What follows belongs to an exercise in optimizing a design on an open flow for small area and a short achievable clock period; a production flow would make more cautious choices. Where RTL was checked, it was by simulation tests only, not by an equivalence proof against the original.

Design Synth, start of the top module:
module Synth(
  input         clock,
  input         reset,
  input  [19:0] io_Freq_0,
  input  [19:0] io_Freq_1,
  input  [19:0] io_Freq_2,
  input  [19:0] io_Freq_3,
  input  [19:0] io_Freq_4,
  input  [19:0] io_Freq_5,
  input  [17:0] io_Amp_0,
  input  [17:0] io_Amp_1,
  input  [17:0] io_Amp_2,
  input  [17:0] io_Amp_3,
  input  [17:0] io_Amp_4,
  input  [17:0] io_Amp_5,
  output [22:0] io_Out
);
Settings: LEC_CHECK=0, CAP_MARGIN=20, CORE_MARGIN=2, CORE_UTILIZATION=40, SLEW_MARGIN=20; clock period 15.0 ns.
standard.sh (not shown) runs the stock make flow with config.mk's settings and CLKGATE_MAP_FILE= SYNTH_SCRIPT=/design/flow/synth_recipe.tcl, a recipe that flattens the netlist after the stock synthesis.
==> flow/flow/run.sh <==
#!/bin/bash
# Standard ORFS layout with a tighter setup-repair target and minimum-size
# port buffers. Full tool output goes to standard.log in the work folder.
set -euo pipefail
bash standard.sh SETUP_SLACK_MARGIN=8.5 'BUFFER_PORTS_ARGS=-buffer_cell sky130_fd_sc_hd__buf_1' finish > standard.log 2>&1
Next try:
Settings changed: SYNTH_HIERARCHICAL from default to 1, SYNTH_MINIMUM_KEEP_SIZE from default to 0.
The changed run went through all stages and came out clean; cell count shrinks by a few percent; worst setup slack loses 16 ps; routed wire length shrinks by a few percent; global-route usage shrinks by 0.80 points; area after synthesis shrinks by a few percent; cell area shrinks by a few percent.
No run of this note included a check of the RTL's function; only the layout flow was run.

* * *

Another version of the RTL of Synth (not shown whole).
For scale: roughly 3300 cells after synthesis, ~250 I/O pins.
## Synth
module Synth(
  input         clock,
  input         reset,
  input  [19:0] io_Freq_0,
  input  [19:0] io_Freq_1,
  input  [19:0] io_Freq_2,
  input  [19:0] io_Freq_3,
  input  [19:0] io_Freq_4,
  input  [19:0] io_Freq_5,
  input  [17:0] io_Amp_0,
  input  [17:0] io_Amp_1,
  input  [17:0] io_Amp_2,
  input  [17:0] io_Amp_3,
  input  [17:0] io_Amp_4,
  input  [17:0] io_Amp_5,
  output [22:0] io_Out
);
==> flow/config.mk <==
export PLATFORM = sky130hd
export DESIGN_NAME = Synth
export DESIGN_NICKNAME = Synth
export VERILOG_FILES = /design/flow/design.v
export SDC_FILE = /design/flow/constraint.sdc
export NUM_CORES = 4
export LEC_CHECK = 0
export CAP_MARGIN = 20
export CORE_MARGIN = 2
export CORE_UTILIZATION = 40
export CTS_CLUSTER_DIAMETER = 150
export CTS_CLUSTER_SIZE = 30
export SLEW_MARGIN = 20
export SYNTH_HIERARCHICAL = 1
export SYNTH_MINIMUM_KEEP_SIZE = 0
export TNS_END_PERCENT = 20
==> flow/constraint.sdc <==
create_clock -name core_clock -period 15.0 [get_ports {clock}]
set_input_delay 3.0000 -clock core_clock [delete_from_list [all_inputs] [get_ports {clock}]]
set_output_delay 3.0000 -clock core_clock [all_outputs]
set_load 0.01 [all_outputs]
Scripts as last shown in full above: flow/flow/run.sh
Rerun with:
CTS_CLUSTER_DIAMETER = unset   (was 150)
CTS_CLUSTER_SIZE = unset   (was 30)
Effect: Routed wire length went up by 0.42%; global-route usage went up by 0.34 points; cell area went up by 2.9%; core utilization went up by 1.4 points; die area does not change; clock skew went down by 10 ps.

* * *

== run 3 ==
Another version of the RTL of Synth (not shown whole).
For scale: roughly 3400 cells after synthesis, roughly 460 flip-flops, ~250 I/O pins, about 0.032 mm² of cells after synthesis.
Design Synth, start of the top module:
module Synth(
  input         clock,
  input         reset,
  input  [19:0] io_Freq_0,
  input  [19:0] io_Freq_1,
  input  [19:0] io_Freq_2,
  input  [19:0] io_Freq_3,
  input  [19:0] io_Freq_4,
  input  [19:0] io_Freq_5,
  input  [17:0] io_Amp_0,
  input  [17:0] io_Amp_1,
  input  [17:0] io_Amp_2,
  input  [17:0] io_Amp_3,
  input  [17:0] io_Amp_4,
  input  [17:0] io_Amp_5,
  output [22:0] io_Out
);
  reg [11:0] t;              
  reg        ph;             
  reg [19:0] div [0:5];
  reg [19:0] idx [0:5];
  reg [19:0] X0, X1;         
  reg        incR;           
  reg [18:0] WS, WC;         
  reg        Wc;
  reg [19:0] PS, PC;         
  reg        Pc;
  reg [19:0] W1S, W1C;       
  reg        W1c;
  reg [20:0] OS, OC;         
  reg        Oc;
  wire [19:0] freq [0:5];
  wire [17:0] amp  [0:5];
  assign freq[0] = io_Freq_0; assign freq[1] = io_Freq_1; assign freq[2] = io_Freq_2;
  assign freq[3] = io_Freq_3; assign freq[4] = io_Freq_4; assign freq[5] = io_Freq_5;
  assign amp[0] = io_Amp_0; assign amp[1] = io_Amp_1; assign amp[2] = io_Amp_2;
  assign amp[3] = io_Amp_3; assign amp[4] = io_Amp_4; assign amp[5] = io_Amp_5;
  reg [19:0] idx_n [0:5];
  reg [19:0] div_n [0:5];
  reg [20:0] cd, cp;
  reg        eq;
  reg  [5:0] eqv;
  integer i, b;
  always @* begin
    for (i = 0; i < 6; i = i + 1) begin
      eq = ~|(div[i] ^ freq[i]);
      eqv[i] = eq;
      cd[0] = 1'b1;
      cp[0] = 1'b1;
      for (b = 0; b < 20; b = b + 1) begin
        cd[b+1] = cd[b] & div[i][b];
        cp[b+1] = cp[b] & idx[i][b];
      end
      div_n[i] = (div[i] ^ cd[19:0]) & {20{~eq}};
      idx_n[i] = idx[i] ^ (cp[19:0] & {20{eq}});
    end
  end
  always @(posedge clock) begin
    for (i = 0; i < 6; i = i + 1) begin
      div[i] <= div_n[i] & {20{~reset}};
      idx[i] <= idx_n[i] & {20{~reset}};
    end
  end
  reg [19:0] irs_n;
  always @* begin
    irs_n = 20'h0;
    for (i = 0; i < 6; i = i + 1) begin
      if (t[(2*i+11) % 12] | t[2*i]) irs_n = irs_n | idx_n[i];
    end
  end
  wire        cinx  = ph & incR;
  wire idxs_g1_1 = X0[0] & X1[0];
  wire idxs_p1_1 = X0[0] ^ X1[0];
  wire idxs_g2_2 = X0[1] & X1[1];
  wire idxs_p2_2 = X0[1] ^ X1[1];
  wire idxs_g3_3 = X0[2] & X1[2];
  wire idxs_p3_3 = X0[2] ^ X1[2];
  wire idxs_g4_4 = X0[3] & X1[3];
  wire idxs_p4_4 = X0[3] ^ X1[3];
  ...
export LEC_CHECK = 0
export CAP_MARGIN = 20
export CORE_MARGIN = 2
export CORE_UTILIZATION = 40
export SLEW_MARGIN = 20
export SYNTH_HIERARCHICAL = 1
export SYNTH_MINIMUM_KEEP_SIZE = 0
export TNS_END_PERCENT = 20
create_clock -name core_clock -period 15.0 [get_ports {clock}]
Scripts as last shown in full above: flow/flow/run.sh
Input changes introduced in run 1 (baseline for comparison: run 3):
-- flow/flow/run.sh --
<<< run 3, line 5
bash standard.sh SETUP_SLACK_MARGIN=8.5 'BUFFER_PORTS_ARGS=-buffer_cell sky130_fd_sc_hd__buf_1' finish > standard.log 2>&1
>>> run 1, line 5
bash standard.sh SETUP_SLACK_MARGIN=8.0 'BUFFER_PORTS_ARGS=-buffer_cell sky130_fd_sc_hd__buf_1' finish > standard.log 2>&1
-- flow/config.mk --
<<< run 3, line 11
>>> run 1, line 11
export CTS_CLUSTER_DIAMETER = 150
export CTS_CLUSTER_SIZE = 24
<<< run 3, line 14
export TNS_END_PERCENT = 20
>>> run 1, line 16
export TNS_END_PERCENT = 10
--- outcome ---
- Summary of run 1 over run 3: critical path depth dropped 1; cell area dropped 2.9%; final worst hold slack climbed 11 ps.
- Changes observed in run 1 relative to run 3: antenna cell count higher, latest clock arrival within the worst-skew pair fell 20 ps, utilization after layout now sits lower, cell area after placement shows a reduction of about 1%, number of tap cells added at floorplan held.
- From run 3 to run 1, count of buffers from port buffering did not move at all.
Function was not checked in any run of this note: the RTL went through the layout flow alone.

* * *

Starting RTL as in the previous note.
clock: 15.0 ns
lec_check: 0
cap_margin: 20
core_margin: 2
core_utilization: 40
cts_cluster_diameter: 150
cts_cluster_size: 24
slew_margin: 20
synth_hierarchical: 1
synth_minimum_keep_size: 0
tns_end_percent: 20
==> flow/flow/run.sh <==
#!/bin/bash
# Standard ORFS layout with a tighter setup-repair target and minimum-size
# port buffers. Full tool output goes to standard.log in the work folder.
set -euo pipefail
bash standard.sh SETUP_SLACK_MARGIN=9.5 'BUFFER_PORTS_ARGS=-buffer_cell sky130_fd_sc_hd__buf_1' finish > standard.log 2>&1
Change:
==> flow/flow/run.sh (replaced) <==
#!/bin/bash
# Standard ORFS layout with a tighter setup-repair target and minimum-size
# port buffers. Full tool output goes to standard.log in the work folder.
set -euo pipefail
bash standard.sh SETUP_SLACK_MARGIN=8.5 'BUFFER_PORTS_ARGS=-buffer_cell sky130_fd_sc_hd__buf_1' finish > standard.log 2>&1
Outcome: First-iteration DRC count came out lower by 3.0%. Cell area fell by 1.6%. Wire length falls by 2.0%. Synthesized area is unchanged. Synthesized cell count is unchanged. Global-route usage came out lower by 0.53 points. Clock-buffer cell count came out lower by 1. Fmax is higher by 0.65%.
Function was not checked in any run of this note: the RTL went through the layout flow alone.

* * *

== before ==
Synth, a different RTL version from the one above (not shown whole).
For scale: ~460 flip-flops, about 250 I/O pins, roughly 0.032 mm^2 of cells after synthesis.
==> flow/config.mk <==
export PLATFORM = sky130hd
export DESIGN_NAME = Synth
export DESIGN_NICKNAME = Synth
export VERILOG_FILES = /design/flow/design.v
export SDC_FILE = /design/flow/constraint.sdc
export NUM_CORES = 4
export LEC_CHECK = 0
export CAP_MARGIN = 20
export CORE_MARGIN = 2
export CORE_UTILIZATION = 50
export CTS_CLUSTER_DIAMETER = 150
export CTS_CLUSTER_SIZE = 24
export SLEW_MARGIN = 20
export SYNTH_HIERARCHICAL = 1
export SYNTH_MINIMUM_KEEP_SIZE = 0
export TNS_END_PERCENT = 10
==> flow/constraint.sdc <==
create_clock -name core_clock -period 15.0 [get_ports {clock}]
set_input_delay 3.0000 -clock core_clock [delete_from_list [all_inputs] [get_ports {clock}]]
set_output_delay 3.0000 -clock core_clock [all_outputs]
set_load 0.01 [all_outputs]
==> flow/flow/run.sh <==
#!/bin/bash
# Standard ORFS layout with a tighter setup-repair target and minimum-size
# port buffers. Full tool output goes to standard.log in the work folder.
set -euo pipefail
bash standard.sh SETUP_SLACK_MARGIN=8.0 'BUFFER_PORTS_ARGS=-buffer_cell sky130_fd_sc_hd__buf_1' finish > standard.log 2>&1
Input-level comparison between after and before:
- CORE_UTILIZATION: 50 -> 40
- TNS_END_PERCENT: 10 -> 20
--- a/flow/flow/run.sh
+++ b/flow/flow/run.sh
@@ -5 +5 @@
-bash standard.sh SETUP_SLACK_MARGIN=8.0 'BUFFER_PORTS_ARGS=-buffer_cell sky130_fd_sc_hd__buf_1' finish > standard.log 2>&1
+bash standard.sh SETUP_SLACK_MARGIN=8.5 'BUFFER_PORTS_ARGS=-buffer_cell sky130_fd_sc_hd__buf_1' finish > standard.log 2>&1
Notes after the runs:
Both conditions hold for after: the flow ran to the end and the final layout passed the timing, design-rule and antenna checks. before finished all stages; the layout is clean. Any difference in worst hold slack between before and after is small enough to ignore. When the final numbers for after and before were put side by side, the final weighted congestion in routability-driven placement turned out to be greater in before. Cmp after vs before: transition time at the pin with the least slew margin lower in after.

port drivers added, routing unchanged:
The results above use ideal ports. As a check the final layouts listed here were re-extracted and re-timed, cells and wires unchanged. Step 1: set_driving_cell puts a clkbuf_16 on clock and a buf_2 on each other input, an assumption about the parent block. Step 2 times the ports against the registers' clock, not the clock port: input delays grow and output delays shrink by t, the midpoint of the rising clock arrivals with the driver on. Three values: ideal, step 1, step 2; two values: the first two.
| run | shift t [ns] | slack for setup (ns) | worst setup path at the end | clock arrival spread, ns | cell pins on the clock port's net |
|---|---|---|---|---|---|
| the first run of note 1 | 0.645 | 7.039 / 7.045 / 6.435 | input to register | 0.054 / 0.054 | 1 |
| the second run of note 1 | 0.657 | 7.022 / 7.022 / 6.524 | input to register | 0.026 / 0.026 | 1 |
| the first run of note 2 | 0.613 | 7.869 / 7.906 / 7.293 | input to register | 0.034 / 0.034 | 1 |
| the second run of note 2 | 0.653 | 7.865 / 7.904 / 7.251 | input to register | 0.022 / 0.022 | 1 |
| run 3 | 0.646 | 7.854 / 7.894 / 7.248 | input to register | 0.028 / 0.028 | 1 |
| run 1 | 0.615 | 7.819 / 7.853 / 7.239 | input to register | 0.042 / 0.041 | 1 |
| the first run of note 4 | 0.619 | 7.832 / 7.865 / 7.246 | input to register | 0.029 / 0.029 | 1 |
| the second run of note 4 | 0.623 | 7.878 / 7.917 / 7.293 | input to register | 0.031 / 0.031 | 1 |
| before | 0.630 | 7.777 / 7.816 / 7.186 | input to register | 0.050 / 0.050 | 1 |
| after | 0.619 | 7.981 / 8.015 / 7.396 | input to register | 0.029 / 0.028 | 1 |
After both steps every run listed still meets setup and hold. For the second run of note 2, which loses most, drivers alone change the setup slack by +0.039 ns; drivers and shift together by -0.614 ns.
